Source: an optimization exercise on an open RTL-to-GDS flow (aim: small area). Production flows keep margins and buffers that such runs may drop.
RTL that was checked went through simulation tests only; none was proved equivalent to the original.

==> 11-20: inputs <==
==> flow/design.v <==
module the_game_step(
	input signed [3:0] X, Y,	 
	input [2:0] M,	 
	input [2:0] px,	 
	input go,	 
	input bV, bS, bDS, bUS, bUO,	 
	output side,	 
	output signed [4:0] XS, XO,	 
	output signed [4:0] YU, YD, YV,	 
	output reg signed [3:0] bx, by,	 
	output reg [2:0] nm,	 
	output reg hV, hS, hDS, hUS, hUO	 
	);
	wire signed [4:0] X5 = {X[3], X};
	wire signed [4:0] Y5 = {Y[3], Y};
	assign side = (M == 3'd3);
	assign XS = side ? X5 + 5'sd1 : X5 - 5'sd1;
	assign XO = side ? X5 - 5'sd1 : X5 + 5'sd1;
	assign YU = Y5 + 5'sd1;
	assign YD = Y5 - 5'sd1;
	assign YV = (M == 3'd1) ? YD : YU;
	wire isU = (M == 3'd0), isD = (M == 3'd1), isL = (M == 3'd4), isR = (M == 3'd5);
	wire isUD = (M == 3'd2) | (M == 3'd3);
	wire Y7 = (Y == 4'sd7), Y1 = (Y == 4'sd1), Y2 = (Y == 4'sd2);
	wire X0 = (X == 4'sd0), X7 = (X == 4'sd7);
	wire A = Y7 | bV;
	wire ye = Y7 & (side ? X7 : X0);
	wire back = A ? (ye | bS | bDS) : (bS | bUS);
	wire down = A | (bS ? bUO : bUS);
	wire ep = (isL & X0) | (isR & X7);
	wire signed [3:0] Xp = X + 4'sd1, Xm = X - 4'sd1;
	wire signed [3:0] c = isD ? X : (ep ? Xp : Xm);
	wire [3:0] k = {1'b0, c[2:0]} - {1'b0, px};
	wire onpad = !c[3] && !k[3] && k[2:0] <= 3'd2;
	wire bounce = onpad & ((isD & Y1) | ((isL | isR) & Y2));
	always @* begin
		bx = X;
		by = Y;
		nm = M;
		hV = 1'b0; hS = 1'b0; hDS = 1'b0; hUS = 1'b0; hUO = 1'b0;
		if (go) begin
			if (bounce) begin
				by = 4'sd2;
				bx = (k[1:0] == 2'd0) ? c - 4'sd1 : (k[1:0] == 2'd1) ? c : c + 4'sd1;
				nm = (k[1:0] == 2'd0) ? 3'd2 : (k[1:0] == 2'd1) ? 3'd0 : 3'd3;
			end
			else if (isU | isD) begin
				if (isD & Y1) ;
				else if (isU ? A : ~bV) begin
					by = Y - 4'sd1;
					nm = 3'd1;
				end
				else begin
					by = Y + 4'sd1;
					nm = 3'd0;
				end
				hV = bV & ~(isU ? Y7 : Y1);
			end
			else if (isUD) begin
				bx = (back ^ side) ? Xp : Xm;
				by = down ? Y - 4'sd1 : Y + 4'sd1;
				nm = {down, ~down, back ^ side};
				hV = ~Y7 & bV;
				hS = A ? (~ye & bS) : bS;
				hDS = A & ~ye & ~bS & bDS;
				hUS = ~A & ~bS & bUS;
				hUO = ~A & bS & bUO;
			end
			else if (isL | isR) begin
				bx = c;
				by = Y - 4'sd1;
				nm = (isL | X7) ? 3'd4 : 3'd5;
			end
		end
	end
endmodule
module the_game(
	input CLK,
	input rst,	 
	input stage_plus,	 
	input shoot,	 
	input pause,	 
	input plate_move_r,plate_move_l,	 
	output [7:0] LightR,	 
	output [7:0] LightG,
	output [7:0] LightB,
	output [2:0] chooseCol,	 
	output enable	 
	);
	assign enable = 1'b1;
	reg [5:0] u;
	always @(posedge CLK)
		if (rst) u <= 6'd4;
		else u <= u + 6'd1;
	assign chooseCol = u[5:3];
	wire scan = &u[2:0];	 
	reg [7:0] gc;
	reg gt;
	wire gwrap = (gc == 8'd201);
	wire tick = gwrap & ~gt;
	always @(posedge CLK)
		if (rst) begin
			gc <= 8'd0;
			gt <= 1'b0;
		end
		else if (gwrap) begin
			gc <= 8'd0;
			gt <= ~gt;
		end
		else if (~pause)
			gc <= gc + 8'd1;
	reg [5:0] pc;
	reg pt;
	wire pwrap = (pc == 6'd51);
	wire ptick = pwrap & ~pt;
	always @(posedge CLK)
		if (rst) begin
			pc <= 6'd0;
			pt <= 1'b0;
		end
		else if (pwrap) begin
			pc <= 6'd0;
			pt <= ~pt;
		end
		else if (~pause)
			pc <= pc + 6'd1;
	reg [2:0] plate_xl;
	always @(posedge CLK)
		if (rst)
			plate_xl <= 3'd3;
		else if (ptick) begin
			if (plate_move_l) begin
				if (plate_xl != 3'd0)
					plate_xl <= plate_xl - 3'd1;
			end
			else if (plate_move_r) begin
				if (plate_xl < 3'd5)
					plate_xl <= plate_xl + 3'd1;
			end
		end
	reg started, lp, shot;
	wire loaded = lp | shot;
	reg [2:0] ms;	 
	reg signed [3:0] ball_x, ball_y;
	reg [2:0] tmp_x;	 
	wire [2:0] M = (shot & ~lp) ? ms : 3'd0;
	wire go = ~pause & (shot | shoot);	 
	reg [3:0] R [0:7];	 
	reg [3:0] E [0:7];	 
	function [3:0] lvl;	 
		input [2:0] s, c;
		reg [63:0] l;
		begin
			case (s)
			3'd0: l = {8'b11111111,8'b11001111,8'b10001111,8'b10011111,
			           8'b10011111,8'b10001111,8'b11001111,8'b11111111};
			3'd1: l = {8'b00001111,8'b00001111,8'b11001111,8'b01111111,
			           8'b01111111,8'b11001111,8'b00001111,8'b00001111};
			3'd2: l = {8'b00011111,8'b00011111,8'b00011111,8'b00011111,
			           8'b00011111,8'b00011111,8'b00011111,8'b00011111};
			3'd3: l = {8'b11101111,8'b11001111,8'b00101111,8'b10001111,
			           8'b00101111,8'b10001111,8'b00111111,8'b10111111};
			3'd4: l = {8'b00001111,8'b11011111,8'b00001111,8'b10111111,
			           8'b00001111,8'b01101111,8'b00001111,8'b11011111};
			3'd5: l = {8'b11111111,8'b11111111,8'b11101111,8'b11001111,
			           8'b10001111,8'b00001111,8'b00001111,8'b00001111};
			3'd6: l = {8'b00101111,8'b00001111,8'b10011111,8'b00001111,
			           8'b00001111,8'b10011111,8'b00001111,8'b01001111};
			default: l = {8'b10111111,8'b00011111,8'b10001111,8'b00011111,
			           8'b00011111,8'b10001111,8'b00011111,8'b10111111};
			endcase
			lvl = l[{c,3'b100} +: 4];
		end
	endfunction
	reg h1v, h2v;
	reg [2:0] h1c, h2c;
	reg [1:0] h1r, h2r;
	wire [3:0] hitnow;
	genvar gi;
	generate for (gi = 0; gi < 4; gi = gi + 1) begin : g_hit
		assign hitnow[gi] = (h1v && h1c == chooseCol && h1r == gi) ||
		                    (h2v && h2c == chooseCol && h2r == gi);
	end endgenerate
	wire [3:0] Rv = lp ? lvl(ms, chooseCol) : (R[0] | hitnow);
	wire [3:0] Ev = lp ? 4'd0 : E[0];
	wire ballcol = started && !ball_x[3] && ball_x[2:0] == chooseCol;
	wire [7:0] ballrow;
	generate for (gi = 0; gi < 8; gi = gi + 1) begin : g_ball
		assign ballrow[gi] = ballcol && ball_y == gi;
	end endgenerate
	integer i;
	always @(posedge CLK)
		if (scan) begin
			for (i = 0; i < 7; i = i + 1) begin
				R[i] <= R[i+1];
				E[i] <= E[i+1];
			end
			R[7] <= Rv;
			E[7] <= Ev | ballrow[7:4];
		end
	wire [3:0] top = loaded ? Rv : 4'hf;
	wire paddle_here = started && chooseCol >= tmp_x && chooseCol <= tmp_x + 3'd2;
	assign LightR = {top, 4'hf};
	assign LightB = {top, 3'b111, ~paddle_here};
	assign LightG = {top | Ev, 4'hf} & ~ballrow;
	wire side;
	wire signed [4:0] XS, XO, YU, YD, YV;
	wire signed [3:0] bx, by;
	wire [2:0] nm;
	wire hV, hS, hDS, hUS, hUO;
	reg cV, cS, cDS, cUS, cUO;	 
	function brick;	 
		input [3:0] v;
		input signed [4:0] r;
		brick = (r >= 5'sd4) && (r <= 5'sd7) && !v[r[1:0]];
	endfunction
	function onb;	 
		input signed [4:0] x;
		onb = (x >= 5'sd0) && (x <= 5'sd7);
	endfunction
	the_game_step st(
		.X(ball_x), .Y(ball_y), .M(M), .px(plate_xl), .go(go),
		.bV(cV & onb({ball_x[3], ball_x})), .bS(cS & onb(XS)), .bDS(cDS & onb(XS)),
		.bUS(cUS & onb(XS)), .bUO(cUO & onb(XO)),
		.side(side), .XS(XS), .XO(XO), .YU(YU), .YD(YD), .YV(YV),
		.bx(bx), .by(by), .nm(nm),
		.hV(hV), .hS(hS), .hDS(hDS), .hUS(hUS), .hUO(hUO));
	always @(posedge CLK) begin
		if (chooseCol == ball_x[2:0])
			cV <= brick(Rv, YV);
		if (chooseCol == XS[2:0]) begin
			cS <= brick(Rv, {ball_y[3], ball_y});
			cDS <= brick(Rv, YD);
			cUS <= brick(Rv, YU);
		end
		if (chooseCol == XO[2:0])
			cUO <= brick(Rv, YU);
	end
	always @(posedge CLK)
		if (rst) begin
			started <= 1'b0;
			lp <= 1'b0;
			shot <= 1'b0;
			ms <= 3'd0;
			ball_x <= 4'sd4;
			ball_y <= 4'sd1;
		end
		else if (tick) begin
			started <= 1'b1;
			lp <= ~shot & (lp | ~pause);
			shot <= shot | (~pause & shoot);
			if (shot)
				ms <= nm;
			else if (~pause)
				ms <= ms + {2'b00, stage_plus};
			ball_x <= bx;
			ball_y <= by;
		end
	always @(posedge CLK)
		if (tick) begin
			tmp_x <= plate_xl;
			h1v <= hV | hUO;
			h1c <= hV ? ball_x[2:0] : XO[2:0];
			h1r <= hV ? YV[1:0] : YU[1:0];
			h2v <= hS | hDS | hUS;
			h2c <= XS[2:0];
			h2r <= hS ? ball_y[1:0] : hDS ? YD[1:0] : YU[1:0];
		end
endmodule
==> flow/run.sh <==
#!/bin/bash
# synth_recipe.tcl (not shown) runs the flow's synth.tcl, then flattens the netlist and writes it again
# the make line also repeats each setting of config.mk as NAME=value (left out here)
make -C /OpenROAD-flow-scripts/flow DESIGN_CONFIG=/design/flow/config.mk WORK_HOME=/design/flow/orfs CLKGATE_MAP_FILE= SYNTH_SCRIPT=/design/flow/synth_recipe.tcl finish
==> flow/config.mk <==
export PLATFORM = sky130hd
export DESIGN_NAME = the_game
export DESIGN_NICKNAME = the_game
export VERILOG_FILES = /design/flow/design.v
export SDC_FILE = /design/flow/constraint.sdc
export NUM_CORES = 8
export LEC_CHECK = 0
export ABC_AREA = 1
export CAP_MARGIN = 40
export CORE_MARGIN = 2
export CORE_UTILIZATION = 25
export PLACE_DENSITY = 0.35
export SLEW_MARGIN = 40
==> flow/constraint.sdc <==
create_clock -name core_clock -period 12.0 [get_ports {CLK}]
set_input_delay 2.4000 -clock core_clock [delete_from_list [all_inputs] [get_ports {CLK}]]
set_output_delay 2.4000 -clock core_clock [all_outputs]
set_load 0.01 [all_outputs]
==> 09-22: changes against 11-20 <==
--- a/flow/config.mk
+++ b/flow/config.mk
@@ -7,3 +7,2 @@
 export LEC_CHECK = 0
-export ABC_AREA = 1
 export CAP_MARGIN = 40
==> 11-23: changes against 11-20 <==
--- a/flow/design.v
+++ b/flow/design.v
@@ -191,11 +191,14 @@
 	integer i;
-	always @(posedge CLK)
+	always @(posedge CLK) begin
+		for (i = 1; i < 7; i = i + 1) begin
+			R[i] <= R[i+1];
+			E[i] <= E[i+1];
+		end
+		R[7] <= scan ? Rv : R[1];
+		E[7] <= scan ? (Ev | ballrow[7:4]) : E[1];
 		if (scan) begin
-			for (i = 0; i < 7; i = i + 1) begin
-				R[i] <= R[i+1];
-				E[i] <= E[i+1];
-			end
-			R[7] <= Rv;
-			E[7] <= Ev | ballrow[7:4];
-		end
+			R[0] <= R[1];
+			E[0] <= E[1];
+		end
+	end
 	wire [3:0] top = loaded ? Rv : 4'hf;
--- a/flow/config.mk
+++ b/flow/config.mk
@@ -7,3 +7,3 @@
 export LEC_CHECK = 0
-export ABC_AREA = 1
+export ABC_CLOCK_PERIOD_IN_PS = 12000
 export CAP_MARGIN = 40
==> results.sh <==
export IMPL_status="complete, no violations"
export IMPL_fin_crit_sh_pct=48.9
export IMPL_fin_nets=854
export IMPL_worstPathArrival_ns=3.46
export IMPL_die_area_mm2=0.0294
export IMPL_grt_max_degree=65
export IMPL_seqPwrFrac_pct=45.5
export IMPL_mostFrequentLayoutCells="156 x nand2_1, 100 x inv_1, 84 x edfxtp_1, 61 x nor2_1, 52 x o21ai_0"
export IMPL_cts_clk_slew_worst_paths_ns=0.06
export IMPL_rows=61
export IMPL_layout_min_cycle_time_ns=5.86
export IMPL_ys_top_cells_by_count="156 x nand2_1, 100 x inv_1, 84 x edfxtp_1"
export IMPL_finalInstanceArea_mm2=0.00815
export IMPL_crit_family="flip-flops"
The numbers above come from 11-20.

==> results.sh <==
export IMPL_crit_family="compound AO/OA/AOI/OAI gates"
export IMPL_layout_min_cycle_time_ns=6.02
export IMPL_worstPathArrival_ns=3.62
export IMPL_die_area_mm2=0.0293
export IMPL_finalInstanceArea_mm2=0.00816
export IMPL_mostFrequentLayoutCells="84 x edfxtp_1, 58 x nor2_1, 55 x nand2_1, 40 x a21oi_1, 37 x inv_1"
export IMPL_cts_clk_slew_worst_paths_ns=0.07
export IMPL_status="complete, no violations"
The numbers above come from 09-22.

==> results.sh <==
export IMPL_grt_max_degree=31
export IMPL_status="complete, no violations"
export IMPL_yosysTopAreaCellShare_pct=29.0
export IMPL_fin_nets=754
export IMPL_yosysTopAreaCell="dfxtp_1"
export IMPL_rows=59
export IMPL_mostFrequentLayoutCells="90 x dfxtp_1, 70 x nor2_1, 52 x nand2_1, 38 x inv_1, 36 x a21oi_1"
export IMPL_cts_clk_slew_worst_paths_ns=0.06
export IMPL_cts_made_buffers=17
export IMPL_ys_top_cells_by_count="95 x dfxtp_1, 70 x nor2_1, 52 x nand2_1"
export IMPL_synth_cells=709
export IMPL_fin_crit_sh_pct=47.5
export IMPL_finalInstanceArea_mm2=0.00764
export IMPL_die_area_mm2=0.0275
export IMPL_layout_min_cycle_time_ns=5.71
The numbers above come from 11-23.

No functional check of the RTL was part of 11-23.

==> port drivers added, routing unchanged <==
No port has a modelled driver above. Below, the same layouts with a new extraction and two added sets of constraints. Step 1, drivers: a clkbuf_16 drives CLK and a buf_2 each remaining input, both assumed. Step 2 adds t to the input delays and takes it off the output delays; t is the mean of the earliest and latest rising clock arrival at the registers after step 1. Input paths then give back, and output paths get back, about the clock's delay inside the block. Slacks: no drivers / after step 1 / after step 2; pairs: no drivers / after step 1.
run | t, ns | slack for setup (ns) | worst hold slack (ns)
11-20 | 0.466 | 6.137 / 6.087 / 6.553 | 0.412 / 0.412 / 0.412
09-22 | 0.468 | 5.976 / 5.933 / 6.401 | 0.416 / 0.416 / 0.416
11-23 | 0.459 | 6.295 / 6.250 / 6.702 | 0.324 / 0.324 / 0.324
After both steps setup and hold are still met in every run listed.
